This design comes from an exercise in tuning for small area on the open sky130 flow, not from production work.
Where RTL was checked, it was by simulation tests only, not by an equivalence proof against the original.

==> flow/design.v <==
module Debounce(
	input i_in,
	input i_clk,
	input i_rst,
	output o_debounced,
	output o_neg,
	output o_pos
);
	parameter CNT_N = 7;
	localparam CNT_BIT = $clog2(CNT_N+1);
	logic o_debounced_r, o_debounced_w;
	logic [CNT_BIT-1:0] counter_r, counter_w;
	logic neg_r, neg_w, pos_r, pos_w;
	assign o_debounced = o_debounced_r;
	assign o_pos = pos_r;
	assign o_neg = neg_r;
	always_comb begin
		pos_w = ~o_debounced_r &  o_debounced_w;
		neg_w =  o_debounced_r & ~o_debounced_w;
		if (i_in != o_debounced_r) begin
			counter_w = counter_r - 1;
		end else begin
			counter_w = CNT_N;
		end
		if (counter_r == 0) begin
			o_debounced_w = ~o_debounced_r;
		end else begin
			o_debounced_w = o_debounced_r;
		end
	end
	always_ff @(posedge i_clk) begin
		if (i_rst) begin
			o_debounced_r <= 1'b1;
			counter_r <= CNT_N;
			neg_r <= 1'b0;
			pos_r <= 1'b0;
		end else begin
			o_debounced_r <= o_debounced_w;
			counter_r <= counter_w;
			neg_r <= neg_w;
			pos_r <= pos_w;
		end
	end
endmodule
module SevenHexDecoder(
	input [6:0] i_hex,
	output logic [6:0] o_seven_hun,
	output logic [6:0] o_seven_ten,
	output logic [6:0] o_seven_one
);
	function automatic [6:0] seg(input [3:0] d);
		case (d)
			0: seg = 7'b1000000; 1: seg = 7'b1111001; 2: seg = 7'b0100100; 3: seg = 7'b0110000;
			4: seg = 7'b0011001; 5: seg = 7'b0010010; 6: seg = 7'b0000010; 7: seg = 7'b1011000;
			8: seg = 7'b0000000; 9: seg = 7'b0010000; default: seg = 7'b1111111;
		endcase
	endfunction
	function automatic [3:0] add3(input [3:0] d);
		case (d)
			5: add3 = 8; 6: add3 = 9; 7: add3 = 10; 8: add3 = 11; 9: add3 = 12;
			default: add3 = d;
		endcase
	endfunction
	wire [3:0] a1 = add3({1'b0, i_hex[6:4]});
	wire [3:0] a2 = add3({a1[2:0], i_hex[3]});
	wire [3:0] a3 = add3({a2[2:0], i_hex[2]});
	wire [3:0] a4 = add3({a3[2:0], i_hex[1]});
	wire [3:0] ones = {a4[2:0], i_hex[0]};
	wire [3:0] b1 = add3({1'b0, a1[3], a2[3], a3[3]});
	wire [4:0] tens_h = {b1, a4[3]};    
	wire hun = tens_h[4];
	wire [3:0] tens = tens_h[3:0];
	wire blank_ten = ~hun & (tens == 0);
	assign o_seven_hun = hun ? 7'b1111001 : 7'b1111111;
	assign o_seven_ten = blank_ten ? 7'b1111111 : seg(tens);
	assign o_seven_one = seg(ones);
endmodule
module Top(
	input i_clk,
	input i_rst,
	input i_start,
	input [17:0] i_sw,
	output logic [6:0] o_random_out
);
	parameter SHOW_NUM = 15;
	parameter DELAY0 = 34;
	parameter DELAY1 = 131;
	parameter DELAY2 = 242;
	parameter DELAY3 = 297;
	parameter DELAY4 = 372;
	localparam [31:0] MUL_T = 32'd48271;      
	localparam [31:0] MUL_R = 32'd22695433;   
	function automatic [8:0] delay_of(input [3:0] n);
		if (n < 5)       delay_of = DELAY0;
		else if (n < 9)  delay_of = DELAY1;
		else if (n < 12) delay_of = DELAY2;
		else if (n < 14) delay_of = DELAY3;
		else             delay_of = DELAY4;
	endfunction
	function automatic [31:0] cdelay_rot(input [3:0] n);
		logic [31:0] c;
		if (n < 5)       c = MUL_T * DELAY0;
		else if (n < 9)  c = MUL_T * DELAY1;
		else if (n < 12) c = MUL_T * DELAY2;
		else if (n < 14) c = MUL_T * DELAY3;
		else             c = MUL_T * DELAY4;
		cdelay_rot = {c[30:0], c[31]};
	endfunction
	logic sw;             
	logic idle;           
	logic [3:0] run_num;  
	logic [8:0] left;     
	logic [31:0] rdm;
	logic [31:0] tmul;    
	logic [31:0] prod;    
	wire done = (run_num == SHOW_NUM);
	wire draw = sw && !done && (idle || left == 0);
	wire [31:0] prod_g = prod & {32{!idle}};
	wire [31:0] sum;
	wire [32:0] sum_c;
	assign sum_c[0] = 1'b0;
	genvar i;
	generate
		for (i = 0; i < 32; i++) begin : sum_add
			FullAdd u(.a(tmul[i]), .b(prod_g[i]), .ci(sum_c[i]), .s(sum[i]), .co(sum_c[i+1]));
		end
	endgenerate
	wire [31:0] rdm_new = (&sum) ? 32'd0 : sum;
	wire [4:0] idx = left[4:0];
	wire [31:0] mul_r_rot = {MUL_R[30:0], MUL_R[31]};
	wire [31:0] cdel = cdelay_rot(run_num);
	wire prod_k = mul_r_rot[idx];
	wire prod_c = cdel[idx];
	wire [31:0] pp = rdm & {32{prod_k}};
	wire [31:0] prod_next;
	wire [31:0] prod_cy;
	assign prod_next[0] = prod_c ^ pp[0];
	assign prod_cy[0] = prod_c & pp[0];
	generate
		for (i = 1; i < 31; i++) begin : prod_add
			FullAdd u(.a(prod[i-1]), .b(pp[i]), .ci(prod_cy[i-1]), .s(prod_next[i]), .co(prod_cy[i]));
		end
	endgenerate
	assign prod_next[31] = prod[30] ^ pp[31] ^ prod_cy[30];
	logic [31:0] tmul_next;
	always_comb begin
		logic c;
		c = 1'b0;
		for (int k = 0; k < 32; k++) begin
			tmul_next[k] = tmul[k] ^ MUL_T[k] ^ c;
			c = (tmul[k] & MUL_T[k]) | (tmul[k] & c) | (MUL_T[k] & c);
		end
	end
	always_ff @(posedge i_clk) begin
		if (i_rst) begin
			sw <= 0;
			idle <= 1;
			run_num <= 0;
			rdm <= 0;
			tmul <= 0;
		end
		else begin
			tmul <= tmul_next;
			if (i_start)
				sw <= ~sw;
			if (sw)
				idle <= 0;
			if (!sw)
				run_num <= 0;
			else if (draw)
				run_num <= run_num + 1;
			if (draw)
				rdm <= rdm_new;
		end
	end
	always_ff @(posedge i_clk) begin
		if (!sw)
			left <= DELAY0;
		else if (draw)
			left <= delay_of(run_num + 1);
		else
			left <= left - 1;
		prod <= prod_next;
	end
	wire [6:0] rem_inc;    
	RemInc rem0(.i_rdm(rdm), .i_m(i_sw[6:0]), .o_rem_inc(rem_inc));
	always_comb begin
		if (!sw)
			o_random_out = 0;
		else if (done && i_sw[17])
			o_random_out = i_sw[16:10];
		else
			o_random_out = rem_inc;
	end
endmodule
module RemInc(input [31:0] i_rdm, input [6:0] i_m, output [6:0] o_rem_inc);
	wire [31:0] rdm = i_rdm;
	wire [6:0] m = i_m;
	wire [6:0] nm = ~m;
	genvar j, i;
	logic [6:0] r [0:7];
	assign r[0] = 7'd0;
	generate
		for (j = 0; j < 7; j++) begin : rs
			wire [7:0] t = {r[j], rdm[31-j]};
			wire [8:0] c;
			wire [7:0] d;
			assign c[0] = 1'b1;
			for (i = 0; i < 8; i++) begin : bit_
				wire mb = (i < 7) ? nm[i] : 1'b1;
				assign d[i] = t[i] ^ mb ^ c[i];
				assign c[i+1] = (t[i] & mb) | (t[i] & c[i]) | (mb & c[i]);
			end
			wire [6:0] keep = (7'd1 << (j + 1)) - 7'd1;
			assign r[j+1] = (c[8] ? d[6:0] : t[6:0]) & keep;
		end
	endgenerate
	logic [6:0] q [7:32];
	logic sub [7:32];
	assign q[7] = r[7];
	assign sub[7] = 1'b1;
	generate
		for (j = 7; j < 32; j++) begin : ns
			NrStage st(.i_r(q[j]), .i_sub(sub[j]), .i_b(rdm[31-j]), .i_m(m), .o_r(q[j+1]), .o_sub(sub[j+1]));
		end
	endgenerate
	wire neg = ~sub[32];
	wire [7:0] cc;
	assign cc[0] = 1'b1;
	generate
		for (i = 0; i < 7; i++) begin : fin
			wire a = m[i] & neg;
			assign o_rem_inc[i] = q[32][i] ^ a ^ cc[i];
			assign cc[i+1] = (q[32][i] & a) | (q[32][i] & cc[i]) | (a & cc[i]);
		end
	endgenerate
endmodule
module NrStage(input [6:0] i_r, input i_sub, input i_b, input [6:0] i_m, output [6:0] o_r, output o_sub);
	wire [7:0] t = {i_r, i_b};
	wire [7:0] c;
	assign o_r[0] = i_b ^ i_m[0];
	assign c[1] = i_sub ? (i_b | ~i_m[0]) : (i_b & i_m[0]);
	genvar i;
	generate
		for (i = 1; i < 7; i++) begin : bit_
			FullAdd u(.a(t[i]), .b(i_m[i] ^ i_sub), .ci(c[i]), .s(o_r[i]), .co(c[i+1]));
		end
	endgenerate
	assign o_sub = ~(t[7] ^ i_sub ^ c[7]);
endmodule
module FullAdd(input a, input b, input ci, output s, output co);
	assign s = a ^ b ^ ci;
	assign co = (a & b) | (a & ci) | (b & ci);
endmodule
module Lab1(
	input CLOCK_50,
	input RST,
	input KEY0,
	input [17:0] SW,
	output [6:0] HEX0,
	output [6:0] HEX1,
	output [6:0] HEX2
);
	logic keydown;
	logic [6:0] random_value;
	Debounce deb0(
		.i_in(KEY0),
		.i_clk(CLOCK_50),
		.i_rst(RST),
		.o_neg(keydown)
	);
	Top top0(
		.i_clk(CLOCK_50),
		.i_rst(RST),
		.i_start(keydown),
		.i_sw(SW),
		.o_random_out(random_value)
	);
	SevenHexDecoder seven_dec0(
		.i_hex(random_value),
		.o_seven_hun(HEX2),
		.o_seven_ten(HEX1),
		.o_seven_one(HEX0)
	);
endmodule
clock: 160.0 ns
lec_check: 0
cap_margin: 20
core_margin: 2
core_utilization: 40
slew_margin: 20
synth_hierarchical: 1
synth_minimum_keep_size: 0
run.sh (not shown) runs the stock make flow with config.mk's settings and CLKGATE_MAP_FILE= SYNTH_SCRIPT=/design/flow/synth_recipe.tcl, a recipe that flattens the netlist after the stock synthesis.
==> next run, changes <==
--- a/flow/design.v
+++ b/flow/design.v
@@ -52,30 +52,18 @@
 		case (d)
 			0: seg = 7'b1000000; 1: seg = 7'b1111001; 2: seg = 7'b0100100; 3: seg = 7'b0110000;
 			4: seg = 7'b0011001; 5: seg = 7'b0010010; 6: seg = 7'b0000010; 7: seg = 7'b1011000;
 			8: seg = 7'b0000000; 9: seg = 7'b0010000; default: seg = 7'b1111111;
 		endcase
 	endfunction
-	function automatic [3:0] add3(input [3:0] d);
-		case (d)
-			5: add3 = 8; 6: add3 = 9; 7: add3 = 10; 8: add3 = 11; 9: add3 = 12;
-			default: add3 = d;
-		endcase
-	endfunction
-	wire [3:0] a1 = add3({1'b0, i_hex[6:4]});
-	wire [3:0] a2 = add3({a1[2:0], i_hex[3]});
-	wire [3:0] a3 = add3({a2[2:0], i_hex[2]});
-	wire [3:0] a4 = add3({a3[2:0], i_hex[1]});
-	wire [3:0] ones = {a4[2:0], i_hex[0]};
-	wire [3:0] b1 = add3({1'b0, a1[3], a2[3], a3[3]});
-	wire [4:0] tens_h = {b1, a4[3]};    
-	wire hun = tens_h[4];
-	wire [3:0] tens = tens_h[3:0];
-	wire blank_ten = ~hun & (tens == 0);
+	wire [3:0] q = i_hex / 10;
+	wire [3:0] ones = i_hex % 10;
+	wire hun = q >= 10;
+	wire [3:0] tens = hun ? q - 4'd10 : q;
 	assign o_seven_hun = hun ? 7'b1111001 : 7'b1111111;
-	assign o_seven_ten = blank_ten ? 7'b1111111 : seg(tens);
+	assign o_seven_ten = (q != 0) ? seg(tens) : 7'b1111111;
 	assign o_seven_one = seg(ones);
 endmodule
 module Top(
 	input i_clk,
 	input i_rst,
 	input i_start,
=> The new run finished clean. Register-to-register slack improved by 0.38 ns. Global-route usage goes down by 0.24 points. Worst setup slack is better by 0.035 ns. Sequential share of layout area goes down by 0.39 points. Worst hold slack is better by 0.0066 ns. Clock-buffer cell count went down by 5.
The RTL of the second run of this note was laid out without a check of its function.

-- separate check: timing with driven ports --
How much do the figures lean on ideal ports? The routed layouts below were timed once more, with nothing changed but the port constraints.
Step 1 assumes that a clkbuf_16 drives the clock port and a buf_2 every other input.
Step 2 moves the port delays by t, midway between the first and last clock arrival at a register: inputs arrive t later, outputs are due t later. That takes back most of the time a late clock gives input paths.
Three values: no drivers, after step 1, after step 2; two values: the first two.
| run | t (ns) | setup slack, ns | latest minus earliest clock arrival (ns) |
|---|---|---|---|
| the first run | 0.453 | 3.319 / 3.294 / 3.294 | 0.010 / 0.010 |
| the second run | 0.442 | 3.355 / 3.336 / 3.336 | 0.012 / 0.011 |
After both steps every run listed still meets setup and hold. The setup slack of the first run, which loses most, moves by -0.025 ns with the drivers and by -0.025 ns with both steps.
